This is an optimization exercise on Yosys and OpenROAD, whose aim is small area, a short achievable clock period and few clock cycles, not a production implementation.
At most, simulation tests tie the RTL to the original design; equivalence was not proved.

==> inputs of 03-03 <==
==> flow/design.v <==
module divider
	# (parameter SIZE = 32)
   (input clk,
	input start,
	input reset,
	input [SIZE - 1:0] divisor, dividend,
	output reg error, done,
	output [SIZE - 1:0] quotient, remainder
	);
localparam [1:0] IDLE = 2'd0, NORM = 2'd1, ITER = 2'd2;
reg [1:0] state;
reg [SIZE-1:0] r, q, d;
reg [4:0] cnt;
reg [4:0] lz_d, lz_r;     
function [4:0] lzc;      
	input [SIZE-1:0] x;
	integer i;
	begin
		lzc = 5'd0;
		for (i = 0; i < SIZE; i = i + 1)
			if (x[i]) lzc = SIZE - 1 - i;
	end
endfunction
function [SIZE-1:0] smear;
	input [SIZE-1:0] x;
	integer i;
	begin
		smear = x;
		for (i = 1; i < SIZE; i = i * 2)
			smear = smear | (smear >> i);
	end
endfunction
wire [4:0] n = lz_d - lz_r;    
wire       dvsr_zero = (divisor == 0);
wire       q_zero = dvsr_zero | (lzc(divisor) < lzc(dividend)) | (dividend == 0);
function [SIZE:0] sub_ks;      
	input [SIZE-1:0] a, b;
	reg [SIZE:0] g, p;
	integer k, s;
	begin
		g = {a & ~b, 1'b1};        
		p = {~(a ^ b), 1'b0};
		for (s = 1; s <= SIZE; s = s * 2)
			for (k = SIZE; k >= s; k = k - 1) begin
				g[k] = g[k] | (p[k] & g[k-s]);
				p[k] = p[k] & p[k-s];
			end
		sub_ks = {g[SIZE], ~(a ^ b) ^ g[SIZE-1:0]};
	end
endfunction
wire [SIZE:0] sres = sub_ks(r, d);
wire [SIZE-1:0] diff = sres[SIZE-1:0];
wire          ge = sres[SIZE];
assign quotient  = q;
assign remainder = r;
always @(posedge clk) begin
	if (reset) begin
		state <= IDLE;
		done  <= 1'b0;
		error <= 1'b0;
	end else begin
		done  <= 1'b0;
		error <= 1'b0;
		case (state)
			IDLE:
				if (start) begin
					done  <= q_zero;
					error <= dvsr_zero;
					if (!q_zero) state <= NORM;
				end
			NORM:
				state <= ITER;
			ITER:
				if (cnt == 0) begin
					state <= IDLE;
					done  <= 1'b1;
				end
			default:
				state <= IDLE;
		endcase
	end
end
wire idle = (state == IDLE);
wire take = ge & (state == ITER);
always @(posedge clk)
	r <= ({SIZE{idle}} & dividend) | ({SIZE{take}} & diff) | ({SIZE{~idle & ~take}} & r);
always @(posedge clk) begin
	lz_d <= lzc(divisor);
	lz_r <= lzc(dividend);
end
always @(posedge clk)
	q <= idle ? {SIZE{1'b0}} : {q[SIZE-2:0], take};
always @(posedge clk) begin
	case (state)
		IDLE: d <= divisor;
		NORM: d <= d << n;
		default: d <= d >> 1;
	endcase
	cnt <= (state == NORM) ? n : cnt - 1'b1;
end
endmodule
==> flow/flow/run.sh <==
#!/bin/bash
set -euo pipefail
export BUFFER_PORTS_ARGS="-buffer_cell sky130_fd_sc_hd__buf_1"
bash standard.sh > standard.log 2>&1
==> flow/standard.sh <==
#!/bin/bash
# synth_recipe.tcl (not shown) runs the flow's synth.tcl, then flattens the netlist and writes it again
# the make line also repeats each setting of config.mk as NAME=value (left out here)
make -C /OpenROAD-flow-scripts/flow DESIGN_CONFIG=/design/flow/config.mk WORK_HOME=/design/flow/orfs CLKGATE_MAP_FILE= SYNTH_SCRIPT=/design/flow/synth_recipe.tcl "${@:-finish}"
==> flow/config.mk <==
export PLATFORM = sky130hd
export DESIGN_NAME = divider
export DESIGN_NICKNAME = divider
export VERILOG_FILES = /design/flow/design.v
export SDC_FILE = /design/flow/constraint.sdc
export NUM_CORES = 4
export LEC_CHECK = 0
export CAP_MARGIN = 20
export CORE_MARGIN = 2
export CORE_UTILIZATION = 40
export CTS_BUF_LIST = sky130_fd_sc_hd__clkbuf_8
export PLACE_DENSITY = 0.6
export SLEW_MARGIN = 20
==> flow/constraint.sdc <==
create_clock -name core_clock -period 4.0 [get_ports {clk}]
set_input_delay 0.8000 -clock core_clock [delete_from_list [all_inputs] [get_ports {clk}]]
set_output_delay 0.8000 -clock core_clock [all_outputs]
set_load 0.01 [all_outputs]
==> inputs of 06-22, as changes to 03-03 <==
==> flow/design.v, changed modules only <==
module divider
	# (parameter SIZE = 32)
   (input clk,
	input start,
	input reset,
	input [SIZE - 1:0] divisor, dividend,
	output reg error, done,
	output [SIZE - 1:0] quotient, remainder
	);
localparam [1:0] IDLE = 2'd0, NORM = 2'd1, ITER = 2'd2, FIN = 2'd3;
reg [1:0] state;
reg [SIZE-1:0] r, q, d;
reg [4:0] cnt;
reg err;
function [5:0] lzc;
	input [SIZE-1:0] x;
	integer i;
	begin
		lzc = 6'd32;
		for (i = 0; i < SIZE; i = i + 1)
			if (x[i]) lzc = SIZE - 1 - i;
	end
endfunction
wire [5:0] lz_d = lzc(d);
wire [5:0] lz_r = lzc(r);
wire       d_zero = (d == 0);
wire [6:0] n = {1'b0, lz_d} - {1'b0, lz_r};
wire       q_zero = n[6];             
wire [SIZE:0] diff = {1'b0, r} - {1'b0, d};
wire          ge = ~diff[SIZE];
assign quotient  = q;
assign remainder = r;
always @(*) begin
	done  = 1'b0;
	error = 1'b0;
	case (state)
		NORM: begin
			done  = d_zero | q_zero;
			error = d_zero;
		end
		FIN: done = 1'b1;
		default: ;
	endcase
end
always @(posedge clk) begin
	if (reset) begin
		state <= IDLE;
	end else begin
		case (state)
			IDLE:
				if (start) state <= NORM;
			NORM:
				if (d_zero | q_zero) state <= IDLE;
				else state <= ITER;
			ITER:
				if (cnt == 0) state <= FIN;
			FIN:
				state <= IDLE;
		endcase
	end
end
always @(posedge clk) begin
	case (state)
		IDLE: begin
			r <= dividend;
			d <= divisor;
			q <= 0;
		end
		NORM: begin
			d   <= d << n[4:0];
			cnt <= n[4:0];
		end
		ITER: begin
			if (ge) r <= diff[SIZE-1:0];
			q   <= {q[SIZE-2:0], ge};
			d   <= d >> 1;
			cnt <= cnt - 1'b1;
		end
		default: ;
	endcase
end
endmodule
==> flow/run.sh (new file) <==
#!/bin/bash
# synth_recipe.tcl (not shown) runs the flow's synth.tcl, then flattens the netlist and writes it again
# the make line also repeats each setting of config.mk as NAME=value (left out here)
make -C /OpenROAD-flow-scripts/flow DESIGN_CONFIG=/design/flow/config.mk WORK_HOME=/design/flow/orfs CLKGATE_MAP_FILE= SYNTH_SCRIPT=/design/flow/synth_recipe.tcl finish
--- a/flow/config.mk
+++ b/flow/config.mk
@@ -8,6 +8,5 @@
 export CAP_MARGIN = 20
 export CORE_MARGIN = 2
 export CORE_UTILIZATION = 40
-export CTS_BUF_LIST = sky130_fd_sc_hd__clkbuf_8
 export PLACE_DENSITY = 0.6
 export SLEW_MARGIN = 20
removed: flow/flow/run.sh
removed: flow/standard.sh
==> inputs of 10-12, as changes to 03-03 <==
==> flow/design.v, changed modules only <==
module divider
	# (parameter SIZE = 32)
   (input clk,
	input start,
	input reset,
	input [SIZE - 1:0] divisor, dividend,
	output reg error, done,
	output [SIZE - 1:0] quotient, remainder
	);
localparam [3-1:0] 
	WAIT_FOR_START = 0,
	CHECK_DIVIDE_BY_ZERO = 1,
	ERROR = 2,
	SHIFT_LEFT = 3,
	SHIFT_RIGHT = 4,
	NO_ERROR = 5;
wire cnt_is_0, divisor_is_0, dvsr_less_than_dvnd, shifted_divisor_MSB;
reg init, left, right, sub;
reg [SIZE-1:0] q, r;
reg [SIZE-1:0] shifted_divisor;
reg [$clog2(SIZE):0] cnt;
assign	shifted_divisor_MSB = shifted_divisor[SIZE-1];
assign	divisor_is_0 = (shifted_divisor == 0) ? 1'b1 : 1'b0;
assign	dvsr_less_than_dvnd = (shifted_divisor <= r) ? 1'b1 : 1'b0;
assign	cnt_is_0 = (cnt == 0) ? 1'b1 : 1'b0;
assign remainder = r;
assign quotient = q;
	always @( posedge clk )
		if ( init )
			shifted_divisor <= divisor;
		else if (left )
			shifted_divisor <= {shifted_divisor[SIZE-2:0], 1'b0};
		else if (right )
			shifted_divisor <= {1'b0, shifted_divisor[SIZE-1:1]};
		else
			shifted_divisor <= shifted_divisor;
	always @( posedge clk )
		if ( init == 1'b1 )
			cnt <= 1;
		else if (left == 1'b1)
			cnt <= (cnt + 1);
		else if (right == 1'b1)
			cnt <= (cnt - 1);
		else
			cnt <= cnt;
	always @( posedge clk )
		if ( init == 1'b1 )
			r <= dividend;
		else if (sub == 1'b1)
			r <= (r - shifted_divisor);
		else
			r <= r;
	always @( posedge clk )
		if ( init == 1'b1 )
			q <= 0;
		else if (right == 1)
			q <= {q[SIZE-2:0], sub};
	reg [3-1:0] state, next_state;
	always @( posedge clk )
		if ( reset == 1'b1 )
			state <= WAIT_FOR_START;
		else
			state <= next_state;
	always @(*)
	begin
		init = 1'b0;
		left = 1'b0;
		right = 1'b0;
		sub = 1'b0;
		error = 1'b0; 
		done = 1'b0;
		casex( state )
			WAIT_FOR_START: 
				if( start == 1'b1 )
				begin
					next_state = CHECK_DIVIDE_BY_ZERO;
					init = 1'b1;
				end
				else
					next_state = WAIT_FOR_START;
			CHECK_DIVIDE_BY_ZERO:
				if( divisor_is_0 == 1'b0 )
					next_state = SHIFT_LEFT;
				else
					next_state = ERROR; 
			ERROR:
			begin
				next_state = WAIT_FOR_START;
				error = 1'b1;
				done = 1'b1;
			end
			SHIFT_LEFT:
				if( shifted_divisor_MSB == 1'b1 )
					next_state = SHIFT_RIGHT;
				else
				begin
					next_state = SHIFT_LEFT;
					left = 1'b1;
				end
			SHIFT_RIGHT:
				if( cnt_is_0 == 1'b1 )
						next_state = NO_ERROR;
				else if( dvsr_less_than_dvnd == 1'b1 )
				begin
					next_state = SHIFT_RIGHT;
					sub = 1'b1;
					right = 1'b1;
				end
				else
				begin
					next_state = SHIFT_RIGHT;
					right = 1'b1;
				end
			NO_ERROR:
			begin
				next_state = WAIT_FOR_START; 
				done = 1'b1;
			end
			default: next_state = {3{1'bx}};
		endcase
	end
endmodule
==> flow/run.sh (new file) <==
#!/bin/bash
# synth_recipe.tcl (not shown) runs the flow's synth.tcl, then flattens the netlist and writes it again
# the make line also repeats each setting of config.mk as NAME=value (left out here)
make -C /OpenROAD-flow-scripts/flow DESIGN_CONFIG=/design/flow/config.mk WORK_HOME=/design/flow/orfs CLKGATE_MAP_FILE= SYNTH_SCRIPT=/design/flow/synth_recipe.tcl finish
--- a/flow/config.mk
+++ b/flow/config.mk
@@ -8,6 +8,5 @@
 export CAP_MARGIN = 20
 export CORE_MARGIN = 2
 export CORE_UTILIZATION = 40
-export CTS_BUF_LIST = sky130_fd_sc_hd__clkbuf_8
 export PLACE_DENSITY = 0.6
 export SLEW_MARGIN = 20
removed: flow/flow/run.sh
removed: flow/standard.sh
==> comparison table <==
item	06-22	03-03	10-12
Final-stage net count	1,378	1,176	996
Routability Congestion	0.940	0.915	0.871
Clock latency at the later pin of the worst-skew pair	0.37 ns	0.45 ns	0.37 ns
Worst endpoint required time	3.20 ns	4.35 ns	4.08 ns
Global-route wire length before repair	45.5 mm	37.4 mm	29.6 mm
Floorplan die width	153 microns	143 microns	132 microns
Initial cell density of the core	40.9%	41.1%	41.0%
Largest area contributor in the synthesized netlist	sky130_fd_sc_hd__edfxtp_1	sky130_fd_sc_hd__dfxtp_1	sky130_fd_sc_hd__edfxtp_1
Number of buffers added by the clock tree synthesis step	9	17	9
Post-placement setup slack	-0.716 ns	0.208 ns	0.582 ns
Outcome	finished with violations	complete, no violations	complete, no violations
Violated checks	setup timing	-	-
Fraction of standard cell area in multi-input logic	44.9%	56.2%	41.5%
Setup_tns	-10.69 ns	0 ns	0 ns
Total of cells resized after clock tree synthesis	70	0	0
Skew final	0.0130 ns	0.0155 ns	0.0102 ns
DIE AREA	0.0235 sq mm	0.0205 sq mm	0.0174 sq mm
Yosys top cell area share	34.0%	29.7%	29.4%
Area added between synthesis and finish	43.7%	14.9%	28.2%
Delay of the slowest cell on the worst path	0.43 ns	0.47 ns	0.41 ns
Met3 usage	2.35%	3.96%	4.96%
Area after detailed placement	0.0117 sq mm	0.00851 sq mm	0.00805 sq mm
Primary FF master, synth	sky130_fd_sc_hd__edfxtp_1	sky130_fd_sc_hd__dfxtp_1	sky130_fd_sc_hd__edfxtp_1
Testbench counts of 06-22, summed over its fixed seeds: cycles 13,020.
Testbench counts of 10-12, summed over its fixed seeds: cycles 59,532.
Function not checked in 03-03: the RTL went through the layout flow alone.

[re-timing with driven ports]
How much do the figures lean on ideal ports? The routed layouts below were timed once more, with nothing changed but the port constraints.
Step 1 sets driving cells, clkbuf_16 on the clock port and buf_2 on the other inputs (assumed; they add their load-dependent delay and slew).
Step 2, shift: input delay + t, output delay - t, t = (earliest + latest rising clock arrival at the registers) / 2. This alone moves slack from input paths to output paths.
a / b / c = ideal / step 1 / step 2; a / b = the first two.
run	shift t [ns]	slack for setup (ns)	slew at the worst register clock pin (ns)	worst data-port slew with drivers (ns)
03-03	0.480	0.428 / 0.428 / 0.141	0.09 / 0.09	0.04
06-22	0.408	-0.589 / -0.635 / -0.575	0.09 / 0.09	0.06
10-12	0.407	0.556 / 0.556 / 0.556	0.09 / 0.09	0.05
The setup slack of 03-03, which loses most, moves by 0.000 ns with the drivers and by -0.287 ns with both steps.
